This is an optimization exercise on Yosys and OpenROAD, whose aim is small area, a short achievable clock period and few clock cycles, not a production implementation. Power figures rest on the tool's default switching activity, not on a simulated workload.

==> 05-25: inputs <==
==> flow/design.v (excerpt) <==
module LASER (
input CLK,
input RST,
input [3:0] X,
input [3:0] Y,
output [3:0] C1X,
output [3:0] C1Y,
output [3:0] C2X,
output [3:0] C2Y,
output reg DONE);
clock: 11.0 ns
lec_check: 0
cap_margin: 20
core_margin: 2
core_utilization: 40
slew_margin: 20
run.sh (not shown) runs the stock make flow with config.mk's settings and CLKGATE_MAP_FILE= SYNTH_SCRIPT=/design/flow/synth_recipe.tcl, a recipe that flattens the netlist after the stock synthesis.
==> inputs of 11-20, as changes to 05-25 <==
--- a/flow/design.v
+++ b/flow/design.v
@@ -1,6 +1,6 @@
-module LASER_pcA(input [39:0] a, output [6:0] m);
+module LASER_pcA(input [39:0] a, output [10:0] m);
   wire t1 = a[0] ^ a[1] ^ a[2];
   wire t2 = (a[0] & a[1]) | (a[0] & a[2]) | (a[1] & a[2]);
   wire t3 = a[3] ^ a[4] ^ a[5];
   wire t4 = (a[3] & a[4]) | (a[3] & a[5]) | (a[4] & a[5]);
   wire t5 = a[6] ^ a[7] ^ a[8];
@@ -55,34 +55,42 @@
   wire t54 = (t36 & t38) | (t36 & t40) | (t38 & t40);
   wire t55 = t44 ^ t46 ^ t47;
   wire t56 = (t44 & t46) | (t44 & t47) | (t46 & t47);
   wire t57 = t48 ^ t50 ^ t52;
   wire t58 = (t48 & t50) | (t48 & t52) | (t50 & t52);
+  assign m[0] = t43;   
+  assign m[1] = t45;   
+  assign m[2] = t55;   
+  assign m[3] = t49;   
+  assign m[4] = t51;   
+  assign m[5] = t56;   
+  assign m[6] = t57;   
+  assign m[7] = t53;   
+  assign m[8] = t42;   
+  assign m[9] = t58;   
+  assign m[10] = t54;   
+endmodule
+module LASER_pcB(input [10:0] m, output [5:0] s);
+  wire t43 = m[0];
+  wire t45 = m[1];
+  wire t55 = m[2];
+  wire t49 = m[3];
+  wire t51 = m[4];
+  wire t56 = m[5];
+  wire t57 = m[6];
+  wire t53 = m[7];
+  wire t42 = m[8];
+  wire t58 = m[9];
+  wire t54 = m[10];
   wire t59 = t55 ^ t49 ^ t51;
   wire t60 = (t55 & t49) | (t55 & t51) | (t49 & t51);
   wire t61 = t56 ^ t57 ^ t53;
   wire t62 = (t56 & t57) | (t56 & t53) | (t57 & t53);
   wire t63 = t60 ^ t61 ^ t42;
   wire t64 = (t60 & t61) | (t60 & t42) | (t61 & t42);
   wire t65 = t62 ^ t58 ^ t54;
   wire t66 = (t62 & t58) | (t62 & t54) | (t58 & t54);
-  assign m[0] = t43;   
-  assign m[1] = t45;   
-  assign m[2] = t59;   
-  assign m[3] = t63;   
-  assign m[4] = t64;   
-  assign m[5] = t65;   
-  assign m[6] = t66;   
-endmodule
-module LASER_pcB(input [6:0] m, output [5:0] s);
-  wire t43 = m[0];
-  wire t45 = m[1];
-  wire t59 = m[2];
-  wire t63 = m[3];
-  wire t64 = m[4];
-  wire t65 = m[5];
-  wire t66 = m[6];
   wire f0 = t43 ^ t45 ^ 1'b0;
   wire g0 = (t43 & t45) | (t43 & 1'b0) | (t45 & 1'b0);
   assign s[0] = f0;
   wire f1 = t59 ^ 1'b0 ^ g0;
   wire g1 = (t59 & 1'b0) | (t59 & g0) | (1'b0 & g0);
@@ -121,16 +129,18 @@
 reg first;                       
 reg sfirst;                      
 reg cur;                         
 reg [3:0] pass;
 reg [7:0] cA, cB;                
-reg [6:0] part [0:15];     
+reg [10:0] part [0:15];     
 reg [3:0] xs;                    
 reg s2v, s2first, s2last;
+reg [3:0] xs3;                   
+reg s3v, s3first, s3last;
 reg [5:0] bcnt;                  
 reg [7:0] bc;
-localparam M_COL = 2'd0, M_DRAIN = 2'd1, M_ACT = 2'd2;
+localparam M_COL = 2'd0, M_DRAIN = 2'd1, M_ACT = 2'd2, M_DRAIN2 = 2'd3;
 assign C1X = cA[3:0];
 assign C1Y = cA[7:4];
 assign C2X = cB[3:0];
 assign C2Y = cB[7:4];
 function [4:0] f_sub(input [3:0] a, input [3:0] b);
@@ -216,11 +226,11 @@
         assign cv[gu][gk] = okc & (lo[4] | LEY[lo[3:0]]) & (hi[4] | GEY[hi[3:0]]);
     end
     assign ocv[gk] = ok & (lo[4] | f_le4(lo[3:0], oth[7:4])) & (hi[4] | f_le4(oth[7:4], hi[3:0]));
 end
 endgenerate
-wire [6:0] pa [0:15];
+wire [10:0] pa [0:15];
 wire [5:0] cnt [0:15];
 generate
 for (gu = 0; gu < 16; gu = gu + 1) begin : pcs
     LASER_pcA ua (.a(cv[gu]), .m(pa[gu]));
     LASER_pcB ub (.m(part[gu]), .s(cnt[gu]));
@@ -246,62 +256,78 @@
 wire [6:0] mk1 = ge1 ? k1 : k0;
 wire [3:0] mi1 = ge1 ? 4'd1 : 4'd0;
 wire ge2 = f_ge7(k3, k2);
 wire [6:0] mk2 = ge2 ? k3 : k2;
 wire [3:0] mi2 = ge2 ? 4'd3 : 4'd2;
-wire ge3 = f_ge7(k5, k4);
-wire [6:0] mk3 = ge3 ? k5 : k4;
-wire [3:0] mi3 = ge3 ? 4'd5 : 4'd4;
-wire ge4 = f_ge7(k7, k6);
-wire [6:0] mk4 = ge4 ? k7 : k6;
-wire [3:0] mi4 = ge4 ? 4'd7 : 4'd6;
-wire ge5 = f_ge7(k9, k8);
-wire [6:0] mk5 = ge5 ? k9 : k8;
-wire [3:0] mi5 = ge5 ? 4'd9 : 4'd8;
-wire ge6 = f_ge7(k11, k10);
-wire [6:0] mk6 = ge6 ? k11 : k10;
-wire [3:0] mi6 = ge6 ? 4'd11 : 4'd10;
-wire ge7 = f_ge7(k13, k12);
-wire [6:0] mk7 = ge7 ? k13 : k12;
-wire [3:0] mi7 = ge7 ? 4'd13 : 4'd12;
-wire ge8 = f_ge7(k15, k14);
-wire [6:0] mk8 = ge8 ? k15 : k14;
-wire [3:0] mi8 = ge8 ? 4'd15 : 4'd14;
-wire ge9 = f_ge7(mk2, mk1);
-wire [6:0] mk9 = ge9 ? mk2 : mk1;
-wire [3:0] mi9 = ge9 ? mi2 : mi1;
-wire ge10 = f_ge7(mk4, mk3);
-wire [6:0] mk10 = ge10 ? mk4 : mk3;
-wire [3:0] mi10 = ge10 ? mi4 : mi3;
-wire ge11 = f_ge7(mk6, mk5);
-wire [6:0] mk11 = ge11 ? mk6 : mk5;
-wire [3:0] mi11 = ge11 ? mi6 : mi5;
-wire ge12 = f_ge7(mk8, mk7);
-wire [6:0] mk12 = ge12 ? mk8 : mk7;
-wire [3:0] mi12 = ge12 ? mi8 : mi7;
-wire ge13 = f_ge7(mk10, mk9);
-wire [6:0] mk13 = ge13 ? mk10 : mk9;
-wire [3:0] mi13 = ge13 ? mi10 : mi9;
-wire ge14 = f_ge7(mk12, mk11);
-wire [6:0] mk14 = ge14 ? mk12 : mk11;
-wire [3:0] mi14 = ge14 ? mi12 : mi11;
+wire ge3 = f_ge7(mk2, mk1);
+wire [6:0] mk3 = ge3 ? mk2 : mk1;
+wire [3:0] mi3 = ge3 ? mi2 : mi1;
+wire ge4 = f_ge7(k5, k4);
+wire [6:0] mk4 = ge4 ? k5 : k4;
+wire [3:0] mi4 = ge4 ? 4'd5 : 4'd4;
+wire ge5 = f_ge7(k7, k6);
+wire [6:0] mk5 = ge5 ? k7 : k6;
+wire [3:0] mi5 = ge5 ? 4'd7 : 4'd6;
+wire ge6 = f_ge7(mk5, mk4);
+wire [6:0] mk6 = ge6 ? mk5 : mk4;
+wire [3:0] mi6 = ge6 ? mi5 : mi4;
+wire ge7 = f_ge7(k9, k8);
+wire [6:0] mk7 = ge7 ? k9 : k8;
+wire [3:0] mi7 = ge7 ? 4'd9 : 4'd8;
+wire ge8 = f_ge7(k11, k10);
+wire [6:0] mk8 = ge8 ? k11 : k10;
+wire [3:0] mi8 = ge8 ? 4'd11 : 4'd10;
+wire ge9 = f_ge7(mk8, mk7);
+wire [6:0] mk9 = ge9 ? mk8 : mk7;
+wire [3:0] mi9 = ge9 ? mi8 : mi7;
+wire ge10 = f_ge7(k13, k12);
+wire [6:0] mk10 = ge10 ? k13 : k12;
+wire [3:0] mi10 = ge10 ? 4'd13 : 4'd12;
+wire ge11 = f_ge7(k15, k14);
+wire [6:0] mk11 = ge11 ? k15 : k14;
+wire [3:0] mi11 = ge11 ? 4'd15 : 4'd14;
+wire ge12 = f_ge7(mk11, mk10);
+wire [6:0] mk12 = ge12 ? mk11 : mk10;
+wire [3:0] mi12 = ge12 ? mi11 : mi10;
+reg [6:0] gk3 [0:3];
+reg [3:0] gi3 [0:3];
+always @(posedge CLK) begin
+    gk3[0] <= mk3;
+    gi3[0] <= mi3;
+    gk3[1] <= mk6;
+    gi3[1] <= mi6;
+    gk3[2] <= mk9;
+    gi3[2] <= mi9;
+    gk3[3] <= mk12;
+    gi3[3] <= mi12;
+end
+wire ge13 = f_ge7(gk3[1], gk3[0]);
+wire [6:0] mk13 = ge13 ? gk3[1] : gk3[0];
+wire [3:0] mi13 = ge13 ? gi3[1] : gi3[0];
+wire ge14 = f_ge7(gk3[3], gk3[2]);
+wire [6:0] mk14 = ge14 ? gk3[3] : gk3[2];
+wire [3:0] mi14 = ge14 ? gi3[3] : gi3[2];
 wire ge15 = f_ge7(mk14, mk13);
 wire [6:0] mk15 = ge15 ? mk14 : mk13;
 wire [3:0] mi15 = ge15 ? mi14 : mi13;
 wire [5:0] ccnt = mk15[5:0];
 wire [3:0] cy = mi15;
-wire take = s2first || f_ge10({ccnt, cy}, {bcnt, bc[7:4]});
-wire [7:0] win = take ? {cy, xs} : bc;
+wire take = s3first || f_ge10({ccnt, cy}, {bcnt, bc[7:4]});
+wire [7:0] win = take ? {cy, xs3} : bc;
 wire [7:0] mine = cur ? cB : cA;
 integer u;
 always @(posedge CLK) begin
     for (u = 0; u < 16; u = u + 1) part[u] <= pa[u];
     xs <= x;
     s2v <= run && mode == M_COL && !DONE;
     s2first <= sfirst;
     s2last <= x == 15;
-    if (s2v) begin
+    xs3 <= xs;
+    s3v <= s2v && !DONE;
+    s3first <= s2first;
+    s3last <= s2last;
+    if (s3v) begin
         bcnt <= take ? ccnt : bcnt;
         bc <= win;
     end
     if (run && mode == M_ACT) begin
         for (k = 0; k < 39; k = k + 1) act[k] <= ~ocv[k+1];
@@ -313,10 +339,11 @@
     DONE <= 1'b0;
     if (RST) begin
         run <= 1'b0;
         icnt <= 0;
         s2v <= 1'b0;
+        s3v <= 1'b0;
     end else if (!run) begin
         icnt <= icnt + 1;
         if (icnt == 39) begin
             run <= 1'b1;
             x <= 0;
@@ -330,28 +357,32 @@
         end
     end else if (DONE) begin
         run <= 1'b0;
         icnt <= 0;
         s2v <= 1'b0;
+        s3v <= 1'b0;
     end else begin
         sfirst <= 1'b0;
         case (mode)
         M_COL: begin
             if (x == 15) mode <= M_DRAIN;
             else x <= x + 1;
         end
         M_DRAIN: begin
-            mode <= M_ACT;
+            mode <= M_DRAIN2;
             first <= 1'b0;
         end
+        M_DRAIN2: begin
+            mode <= M_ACT;
+        end
         default: begin
             mode <= M_COL;
             x <= 1;
             sfirst <= 1'b1;
         end
         endcase
-        if (s2v && s2last) begin
+        if (s3v && s3last) begin
             if (cur) cB <= win; else cA <= win;
             cur <= ~cur;
             pass <= pass + 1;
             DONE <= win == mine || pass == 15;
         end
- ABC_CLOCK_PERIOD_IN_PS: not set -> 4500
- CORE_UTILIZATION: 40 -> 50
==> inputs of 01-17, as changes to 05-25 <==
--- a/flow/design.v
+++ b/flow/design.v
@@ -1,6 +1,6 @@
-module LASER_pcA(input [39:0] a, output [6:0] m);
+module LASER_pcA(input [39:0] a, output [10:0] m);
   wire t1 = a[0] ^ a[1] ^ a[2];
   wire t2 = (a[0] & a[1]) | (a[0] & a[2]) | (a[1] & a[2]);
   wire t3 = a[3] ^ a[4] ^ a[5];
   wire t4 = (a[3] & a[4]) | (a[3] & a[5]) | (a[4] & a[5]);
   wire t5 = a[6] ^ a[7] ^ a[8];
@@ -55,34 +55,42 @@
   wire t54 = (t36 & t38) | (t36 & t40) | (t38 & t40);
   wire t55 = t44 ^ t46 ^ t47;
   wire t56 = (t44 & t46) | (t44 & t47) | (t46 & t47);
   wire t57 = t48 ^ t50 ^ t52;
   wire t58 = (t48 & t50) | (t48 & t52) | (t50 & t52);
+  assign m[0] = t43;   
+  assign m[1] = t45;   
+  assign m[2] = t55;   
+  assign m[3] = t49;   
+  assign m[4] = t51;   
+  assign m[5] = t56;   
+  assign m[6] = t57;   
+  assign m[7] = t53;   
+  assign m[8] = t42;   
+  assign m[9] = t58;   
+  assign m[10] = t54;   
+endmodule
+module LASER_pcB(input [10:0] m, output [5:0] s);
+  wire t43 = m[0];
+  wire t45 = m[1];
+  wire t55 = m[2];
+  wire t49 = m[3];
+  wire t51 = m[4];
+  wire t56 = m[5];
+  wire t57 = m[6];
+  wire t53 = m[7];
+  wire t42 = m[8];
+  wire t58 = m[9];
+  wire t54 = m[10];
   wire t59 = t55 ^ t49 ^ t51;
   wire t60 = (t55 & t49) | (t55 & t51) | (t49 & t51);
   wire t61 = t56 ^ t57 ^ t53;
   wire t62 = (t56 & t57) | (t56 & t53) | (t57 & t53);
   wire t63 = t60 ^ t61 ^ t42;
   wire t64 = (t60 & t61) | (t60 & t42) | (t61 & t42);
   wire t65 = t62 ^ t58 ^ t54;
   wire t66 = (t62 & t58) | (t62 & t54) | (t58 & t54);
-  assign m[0] = t43;   
-  assign m[1] = t45;   
-  assign m[2] = t59;   
-  assign m[3] = t63;   
-  assign m[4] = t64;   
-  assign m[5] = t65;   
-  assign m[6] = t66;   
-endmodule
-module LASER_pcB(input [6:0] m, output [5:0] s);
-  wire t43 = m[0];
-  wire t45 = m[1];
-  wire t59 = m[2];
-  wire t63 = m[3];
-  wire t64 = m[4];
-  wire t65 = m[5];
-  wire t66 = m[6];
   wire f0 = t43 ^ t45 ^ 1'b0;
   wire g0 = (t43 & t45) | (t43 & 1'b0) | (t45 & 1'b0);
   assign s[0] = f0;
   wire f1 = t59 ^ 1'b0 ^ g0;
   wire g1 = (t59 & 1'b0) | (t59 & g0) | (1'b0 & g0);
@@ -121,16 +129,18 @@
 reg first;                       
 reg sfirst;                      
 reg cur;                         
 reg [3:0] pass;
 reg [7:0] cA, cB;                
-reg [6:0] part [0:15];     
+reg [10:0] part [0:15];     
 reg [3:0] xs;                    
 reg s2v, s2first, s2last;
+reg [3:0] xs3;                   
+reg s3v, s3first, s3last;
 reg [5:0] bcnt;                  
 reg [7:0] bc;
-localparam M_COL = 2'd0, M_DRAIN = 2'd1, M_ACT = 2'd2;
+localparam M_COL = 2'd0, M_DRAIN = 2'd1, M_ACT = 2'd2, M_DRAIN2 = 2'd3;
 assign C1X = cA[3:0];
 assign C1Y = cA[7:4];
 assign C2X = cB[3:0];
 assign C2Y = cB[7:4];
 function [4:0] f_sub(input [3:0] a, input [3:0] b);
@@ -216,11 +226,11 @@
         assign cv[gu][gk] = okc & (lo[4] | LEY[lo[3:0]]) & (hi[4] | GEY[hi[3:0]]);
     end
     assign ocv[gk] = ok & (lo[4] | f_le4(lo[3:0], oth[7:4])) & (hi[4] | f_le4(oth[7:4], hi[3:0]));
 end
 endgenerate
-wire [6:0] pa [0:15];
+wire [10:0] pa [0:15];
 wire [5:0] cnt [0:15];
 generate
 for (gu = 0; gu < 16; gu = gu + 1) begin : pcs
     LASER_pcA ua (.a(cv[gu]), .m(pa[gu]));
     LASER_pcB ub (.m(part[gu]), .s(cnt[gu]));
@@ -246,62 +256,78 @@
 wire [6:0] mk1 = ge1 ? k1 : k0;
 wire [3:0] mi1 = ge1 ? 4'd1 : 4'd0;
 wire ge2 = f_ge7(k3, k2);
 wire [6:0] mk2 = ge2 ? k3 : k2;
 wire [3:0] mi2 = ge2 ? 4'd3 : 4'd2;
-wire ge3 = f_ge7(k5, k4);
-wire [6:0] mk3 = ge3 ? k5 : k4;
-wire [3:0] mi3 = ge3 ? 4'd5 : 4'd4;
-wire ge4 = f_ge7(k7, k6);
-wire [6:0] mk4 = ge4 ? k7 : k6;
-wire [3:0] mi4 = ge4 ? 4'd7 : 4'd6;
-wire ge5 = f_ge7(k9, k8);
-wire [6:0] mk5 = ge5 ? k9 : k8;
-wire [3:0] mi5 = ge5 ? 4'd9 : 4'd8;
-wire ge6 = f_ge7(k11, k10);
-wire [6:0] mk6 = ge6 ? k11 : k10;
-wire [3:0] mi6 = ge6 ? 4'd11 : 4'd10;
-wire ge7 = f_ge7(k13, k12);
-wire [6:0] mk7 = ge7 ? k13 : k12;
-wire [3:0] mi7 = ge7 ? 4'd13 : 4'd12;
-wire ge8 = f_ge7(k15, k14);
-wire [6:0] mk8 = ge8 ? k15 : k14;
-wire [3:0] mi8 = ge8 ? 4'd15 : 4'd14;
-wire ge9 = f_ge7(mk2, mk1);
-wire [6:0] mk9 = ge9 ? mk2 : mk1;
-wire [3:0] mi9 = ge9 ? mi2 : mi1;
-wire ge10 = f_ge7(mk4, mk3);
-wire [6:0] mk10 = ge10 ? mk4 : mk3;
-wire [3:0] mi10 = ge10 ? mi4 : mi3;
-wire ge11 = f_ge7(mk6, mk5);
-wire [6:0] mk11 = ge11 ? mk6 : mk5;
-wire [3:0] mi11 = ge11 ? mi6 : mi5;
-wire ge12 = f_ge7(mk8, mk7);
-wire [6:0] mk12 = ge12 ? mk8 : mk7;
-wire [3:0] mi12 = ge12 ? mi8 : mi7;
-wire ge13 = f_ge7(mk10, mk9);
-wire [6:0] mk13 = ge13 ? mk10 : mk9;
-wire [3:0] mi13 = ge13 ? mi10 : mi9;
-wire ge14 = f_ge7(mk12, mk11);
-wire [6:0] mk14 = ge14 ? mk12 : mk11;
-wire [3:0] mi14 = ge14 ? mi12 : mi11;
+wire ge3 = f_ge7(mk2, mk1);
+wire [6:0] mk3 = ge3 ? mk2 : mk1;
+wire [3:0] mi3 = ge3 ? mi2 : mi1;
+wire ge4 = f_ge7(k5, k4);
+wire [6:0] mk4 = ge4 ? k5 : k4;
+wire [3:0] mi4 = ge4 ? 4'd5 : 4'd4;
+wire ge5 = f_ge7(k7, k6);
+wire [6:0] mk5 = ge5 ? k7 : k6;
+wire [3:0] mi5 = ge5 ? 4'd7 : 4'd6;
+wire ge6 = f_ge7(mk5, mk4);
+wire [6:0] mk6 = ge6 ? mk5 : mk4;
+wire [3:0] mi6 = ge6 ? mi5 : mi4;
+wire ge7 = f_ge7(k9, k8);
+wire [6:0] mk7 = ge7 ? k9 : k8;
+wire [3:0] mi7 = ge7 ? 4'd9 : 4'd8;
+wire ge8 = f_ge7(k11, k10);
+wire [6:0] mk8 = ge8 ? k11 : k10;
+wire [3:0] mi8 = ge8 ? 4'd11 : 4'd10;
+wire ge9 = f_ge7(mk8, mk7);
+wire [6:0] mk9 = ge9 ? mk8 : mk7;
+wire [3:0] mi9 = ge9 ? mi8 : mi7;
+wire ge10 = f_ge7(k13, k12);
+wire [6:0] mk10 = ge10 ? k13 : k12;
+wire [3:0] mi10 = ge10 ? 4'd13 : 4'd12;
+wire ge11 = f_ge7(k15, k14);
+wire [6:0] mk11 = ge11 ? k15 : k14;
+wire [3:0] mi11 = ge11 ? 4'd15 : 4'd14;
+wire ge12 = f_ge7(mk11, mk10);
+wire [6:0] mk12 = ge12 ? mk11 : mk10;
+wire [3:0] mi12 = ge12 ? mi11 : mi10;
+reg [6:0] gk3 [0:3];
+reg [3:0] gi3 [0:3];
+always @(posedge CLK) begin
+    gk3[0] <= mk3;
+    gi3[0] <= mi3;
+    gk3[1] <= mk6;
+    gi3[1] <= mi6;
+    gk3[2] <= mk9;
+    gi3[2] <= mi9;
+    gk3[3] <= mk12;
+    gi3[3] <= mi12;
+end
+wire ge13 = f_ge7(gk3[1], gk3[0]);
+wire [6:0] mk13 = ge13 ? gk3[1] : gk3[0];
+wire [3:0] mi13 = ge13 ? gi3[1] : gi3[0];
+wire ge14 = f_ge7(gk3[3], gk3[2]);
+wire [6:0] mk14 = ge14 ? gk3[3] : gk3[2];
+wire [3:0] mi14 = ge14 ? gi3[3] : gi3[2];
 wire ge15 = f_ge7(mk14, mk13);
 wire [6:0] mk15 = ge15 ? mk14 : mk13;
 wire [3:0] mi15 = ge15 ? mi14 : mi13;
 wire [5:0] ccnt = mk15[5:0];
 wire [3:0] cy = mi15;
-wire take = s2first || f_ge10({ccnt, cy}, {bcnt, bc[7:4]});
-wire [7:0] win = take ? {cy, xs} : bc;
+wire take = s3first || f_ge10({ccnt, cy}, {bcnt, bc[7:4]});
+wire [7:0] win = take ? {cy, xs3} : bc;
 wire [7:0] mine = cur ? cB : cA;
 integer u;
 always @(posedge CLK) begin
     for (u = 0; u < 16; u = u + 1) part[u] <= pa[u];
     xs <= x;
     s2v <= run && mode == M_COL && !DONE;
     s2first <= sfirst;
     s2last <= x == 15;
-    if (s2v) begin
+    xs3 <= xs;
+    s3v <= s2v && !DONE;
+    s3first <= s2first;
+    s3last <= s2last;
+    if (s3v) begin
         bcnt <= take ? ccnt : bcnt;
         bc <= win;
     end
     if (run && mode == M_ACT) begin
         for (k = 0; k < 39; k = k + 1) act[k] <= ~ocv[k+1];
@@ -313,10 +339,11 @@
     DONE <= 1'b0;
     if (RST) begin
         run <= 1'b0;
         icnt <= 0;
         s2v <= 1'b0;
+        s3v <= 1'b0;
     end else if (!run) begin
         icnt <= icnt + 1;
         if (icnt == 39) begin
             run <= 1'b1;
             x <= 0;
@@ -330,28 +357,32 @@
         end
     end else if (DONE) begin
         run <= 1'b0;
         icnt <= 0;
         s2v <= 1'b0;
+        s3v <= 1'b0;
     end else begin
         sfirst <= 1'b0;
         case (mode)
         M_COL: begin
             if (x == 15) mode <= M_DRAIN;
             else x <= x + 1;
         end
         M_DRAIN: begin
-            mode <= M_ACT;
+            mode <= M_DRAIN2;
             first <= 1'b0;
         end
+        M_DRAIN2: begin
+            mode <= M_ACT;
+        end
         default: begin
             mode <= M_COL;
             x <= 1;
             sfirst <= 1'b1;
         end
         endcase
-        if (s2v && s2last) begin
+        if (s3v && s3last) begin
             if (cur) cB <= win; else cA <= win;
             cur <= ~cur;
             pass <= pass + 1;
             DONE <= win == mine || pass == 15;
         end
- ABC_CLOCK_PERIOD_IN_PS: not set -> 4500
- CORE_UTILIZATION: 40 -> 50
- SETUP_SLACK_MARGIN: not set -> 5
==> summary of the runs <==
- Clock skew: 01-17 is higher than 11-20 (0.0092 ns).
- Global-route usage, lowest first: 05-25, 11-20, 01-17.
- Non-clock buffer count, lowest first: 11-20, 05-25, 01-17.
- Between 05-25 and 01-17, the lower hold slack is in 01-17 (gap 0.021 ns).
- First-iteration DRC count, lowest first: 01-17, 11-20, 05-25.
- Maximum frequency, lowest first: 05-25, 11-20, 01-17.
- Of 01-17 and 05-25, 05-25 has the higher total power (gap 38%, measured against 05-25).
- In combinational power, 05-25 is at 2.9 times the value of 11-20.
- Synthesized area: 11-20 is larger than 05-25 (about 2.5%).
- In 11-20 the sequential power is higher than in 05-25, by about 7%.
- The lowest design area belongs to 05-25, the highest to 01-17.
Function was not checked in any run of this note: the RTL went through the layout flow alone.

separate check: timing with driven ports:
Ports are ideal in the flow. The routed layouts listed here were re-timed in OpenROAD.
Step 1: set_driving_cell puts a clkbuf_16 on CLK and a buf_2 on each other input, an assumption about the parent block.
Step 2 also shifts input and output timing later by t, the mid clock arrival at the registers, as if the neighbouring blocks saw the same clock.
Slacks: no drivers / after step 1 / after step 2; pairs: no drivers / after step 1.
run | t (ns) | slack for setup (ns) | hold WS [ns]
05-25 | 0.780 | 0.676 / 0.676 / 0.676 | 0.347 / 0.347 / 0.347
11-20 | 0.760 | 2.427 / 2.427 / 2.427 | 0.329 / 0.329 / 0.329
01-17 | 0.774 | 3.909 / 3.909 / 3.909 | 0.326 / 0.326 / 0.326
After both steps every run listed still meets setup and hold.
